What follows belongs to an exercise in optimizing a design on an open flow for small area and a short achievable clock period; a production flow would make more cautious choices. Only simulation tests tie the RTL to the original design; equivalence was not proved.

before:
## fma
module fma #(
    parameter       WORDWIDTH = 32,
    parameter       EXPONENTWIDTH = 8,
    parameter       MANTISSAWIDTH = 23
)(
    input wire                   clk_I,
    input wire                   rst_n_I,
    input wire [WORDWIDTH-1:0]   operand_a_I,
    input wire [WORDWIDTH-1:0]   operand_b_I,
    input wire [WORDWIDTH-1:0]   operand_c_I,
    input wire [2:0]             rnd_mode,
    input                        gate,
    output wire [WORDWIDTH-1:0]  result_O,
    output wire                  flag_overflow_O,
    output wire                  flag_underflow_O,
    output wire                  done_valid_O
);
Size in the first run: ~260 flip-flops, about 140 I/O pins, about 44000 um^2 of cells after synthesis.
Settings: LEC_CHECK=0, ABC_AREA=1, CAP_MARGIN=20, CORE_MARGIN=2, CORE_UTILIZATION=40, SLEW_MARGIN=20; clock period 22.0 ns.
standard.sh (not shown) runs the stock make flow with config.mk's settings and CLKGATE_MAP_FILE= SYNTH_SCRIPT=/design/flow/synth_recipe.tcl, a recipe that flattens the netlist after the stock synthesis.
==> flow/flow/run.sh <==
#!/bin/bash
set -euo pipefail
MARGIN=$(cat flow/margin.txt)
bash standard.sh SETUP_SLACK_MARGIN="$MARGIN" \
  BUFFER_PORTS_ARGS="-buffer_cell sky130_fd_sc_hd__buf_2" finish > standard_flow.log 2>&1
==> flow/flow/margin.txt <==
13
Changes in after relative to before:
==> flow/flow/margin.txt <==
13.5
[summary]
Delta (after minus before): first-pass GRT wire length -3400 um; netlist area before placement ~0 delta.
after: global-route usage 0.56 points below before
after reports a higher maximum frequency than before does.
Looking at arrival time at the worst endpoint across before and after, the one that comes out lower is after.
Going from before to after, count of placed standard cells in the final layout, fillers left out up about 1.1%, total number of vias up 1.1%, post-layout minimum cycle time down 0.084 ns.
On worst hold slack after final layout, before and after are basically level.
Compared to before, after shows a wider setup margin.


Another version of the RTL of fma (not shown whole).
Size in the first run: about 6600 cells after synthesis, about 140 I/O pins, about 0.043 mm2 of cells after synthesis.
## fma
module fma #(
    parameter       WORDWIDTH = 32,
    parameter       EXPONENTWIDTH = 8,
    parameter       MANTISSAWIDTH = 23
)(
    input wire                   clk_I,
    input wire                   rst_n_I,
    input wire [WORDWIDTH-1:0]   operand_a_I,
    input wire [WORDWIDTH-1:0]   operand_b_I,
    input wire [WORDWIDTH-1:0]   operand_c_I,
    input wire [2:0]             rnd_mode,
    input                        gate,
    output wire [WORDWIDTH-1:0]  result_O,
    output wire                  flag_overflow_O,
    output wire                  flag_underflow_O,
    output wire                  done_valid_O
);
export LEC_CHECK = 0
export ABC_AREA = 1
export CAP_MARGIN = 20
export CORE_MARGIN = 2
export CORE_UTILIZATION = 40
export CTS_BUF_LIST = sky130_fd_sc_hd__clkbuf_4 sky130_fd_sc_hd__clkbuf_8
export SLEW_MARGIN = 20
create_clock -name core_clock -period 22.0 [get_ports {clk_I}]
==> flow/flow/margin.txt <==
13
Scripts as last shown in full above: flow/flow/run.sh
The starting point passed the timing, DRC and antenna checks.
Then changed:
==> flow/flow/margin.txt (replaced) <==
13.5
Settings changed: CTS_BUF_LIST sky130_fd_sc_hd__clkbuf_4 sky130_fd_sc_hd__clkbuf_8 to default.
After rerunning:
- Now the flow completed and failed the layout checks on capacitance limit, slew limit
- count of clock-buffer cells in the layout goes down by 28
- sequential share of layout area fell by 0.64 points
- global-route usage came out lower by 0.38 points
- setup slack gains 52 ps
- cell count goes up by 1.3%
- routed wire length is higher by about 1.1%
- hold slack improved by 3.4 ps


fma again, from the RTL that the note above started with.
==> flow/design.v (excerpt) <==
module fma #(
    parameter       WORDWIDTH = 32,
    parameter       EXPONENTWIDTH = 8,
    parameter       MANTISSAWIDTH = 23
)(
    input wire                   clk_I,
    input wire                   rst_n_I,
    input wire [WORDWIDTH-1:0]   operand_a_I,
    input wire [WORDWIDTH-1:0]   operand_b_I,
    input wire [WORDWIDTH-1:0]   operand_c_I,
    input wire [2:0]             rnd_mode,
    input                        gate,
    output wire [WORDWIDTH-1:0]  result_O,
    output wire                  flag_overflow_O,
    output wire                  flag_underflow_O,
    output wire                  done_valid_O
);
Settings: LEC_CHECK=0, ABC_AREA=1, CAP_MARGIN=20, CORE_MARGIN=2, CORE_UTILIZATION=40, SLEW_MARGIN=20; clock period 22.0 ns.
==> flow/flow/run.sh <==
#!/bin/bash
# Layout: the standard flow, with timing repair aiming for a setup slack
# of MARGIN ns at the design's clock period (the default aims for 0, which
# this design meets without any repair).
set -euo pipefail
MARGIN=$(cat flow/margin.txt)
bash standard.sh SETUP_SLACK_MARGIN="$MARGIN" finish > standard_flow.log 2>&1
==> flow/flow/margin.txt <==
13
The first run completed with no timing, DRC or antenna violations.
Then changed:
--- a/flow/config.mk
+++ b/flow/config.mk
@@ -10,3 +10,3 @@
 export CORE_MARGIN = 2
-export CORE_UTILIZATION = 40
+export CORE_UTILIZATION = 55
 export SLEW_MARGIN = 20
=> Routed wire length shrinks by a little under a tenth; count of clock-buffer cells in the layout falls by 4; final cell count drops by a few percent; worst hold slack degrades by 4.7 ps; worst setup slack hardly moves; maximum frequency is about the same.


Setup of red:
Another version of the RTL of fma (not shown whole).
For scale: about 6900 cells after synthesis, roughly 290 flip-flops, roughly 140 I/O pins, roughly 45000 µm² of cells after synthesis.
==> flow/design.v (excerpt) <==
module fma #(
    parameter       WORDWIDTH = 32,
    parameter       EXPONENTWIDTH = 8,
    parameter       MANTISSAWIDTH = 23
)(
    input wire                   clk_I,
    input wire                   rst_n_I,
    input wire [WORDWIDTH-1:0]   operand_a_I,
    input wire [WORDWIDTH-1:0]   operand_b_I,
    input wire [WORDWIDTH-1:0]   operand_c_I,
    input wire [2:0]             rnd_mode,
    input                        gate,
    output wire [WORDWIDTH-1:0]  result_O,
    output wire                  flag_overflow_O,
    output wire                  flag_underflow_O,
    output wire                  done_valid_O
);
export LEC_CHECK = 0
export ABC_AREA = 1
export CAP_MARGIN = 20
export CORE_MARGIN = 2
export CORE_UTILIZATION = 40
export SLEW_MARGIN = 20
create_clock -name core_clock -period 22.0 [get_ports {clk_I}]
Scripts as last shown in full above: flow/flow/run.sh, flow/flow/margin.txt
### red -> blue
Settings: SYNTH_HIERARCHICAL now 1, previously not set.
### Flow results
- The higher transition time of the tightest slew-check pin of blue and red is in blue.
- As of blue, cell depth of the worst flop-to-flop path had fallen by a little under 10% compared to red.
- Per the comparison of blue with red, fraction of area in clock buffers and inverters was more or less identical, final wirelength went up by about 15%.
- Against red, blue comes in 15 lower on critical path depth.

-- afterwards: timing with drivers on the ports --
In the flow no input, the clock included, has a driving cell. The finished layouts below were timed again as built, in two steps.
Step 1 assumes that a clkbuf_16 drives the clock port and a buf_2 every other input.
Step 2 times the ports against the registers' clock, not the clock port: input delays grow and output delays shrink by t, the midpoint of the rising clock arrivals with the driver on.
Three values: no drivers, after step 1, after step 2; two values: the first two.
run	t, ns	setup slack, ns	hold slack, ns	worst setup path at the end	pins driven straight from the clock port
before	0.683	13.096 / 13.136 / 12.452	0.411 / 0.411 / 0.411	input to register	1
after	0.696	13.179 / 13.206 / 12.510	0.409 / 0.409 / 0.409	input to register	1
the first run of note 2	0.746	13.082 / 13.108 / 12.362	0.379 / 0.379 / 0.379	input to register	1
the second run of note 2	0.651	13.134 / 13.151 / 12.500	0.383 / 0.383 / 0.383	input to register	1
the first run of note 3	0.667	13.057 / 13.094 / 12.428	0.390 / 0.390 / 0.390	input to register	1
the second run of note 3	0.651	13.056 / 13.084 / 12.433	0.385 / 0.385 / 0.385	input to register	1
red	0.672	13.221 / 13.268 / 12.596	0.430 / 0.430 / 0.430	input to register	1
blue	0.692	13.169 / 13.227 / 12.535	0.461 / 0.461 / 0.461	input to register	1
The setup slack of the first run of note 2, which loses most, moves by +0.026 ns with the drivers and by -0.720 ns with both steps.
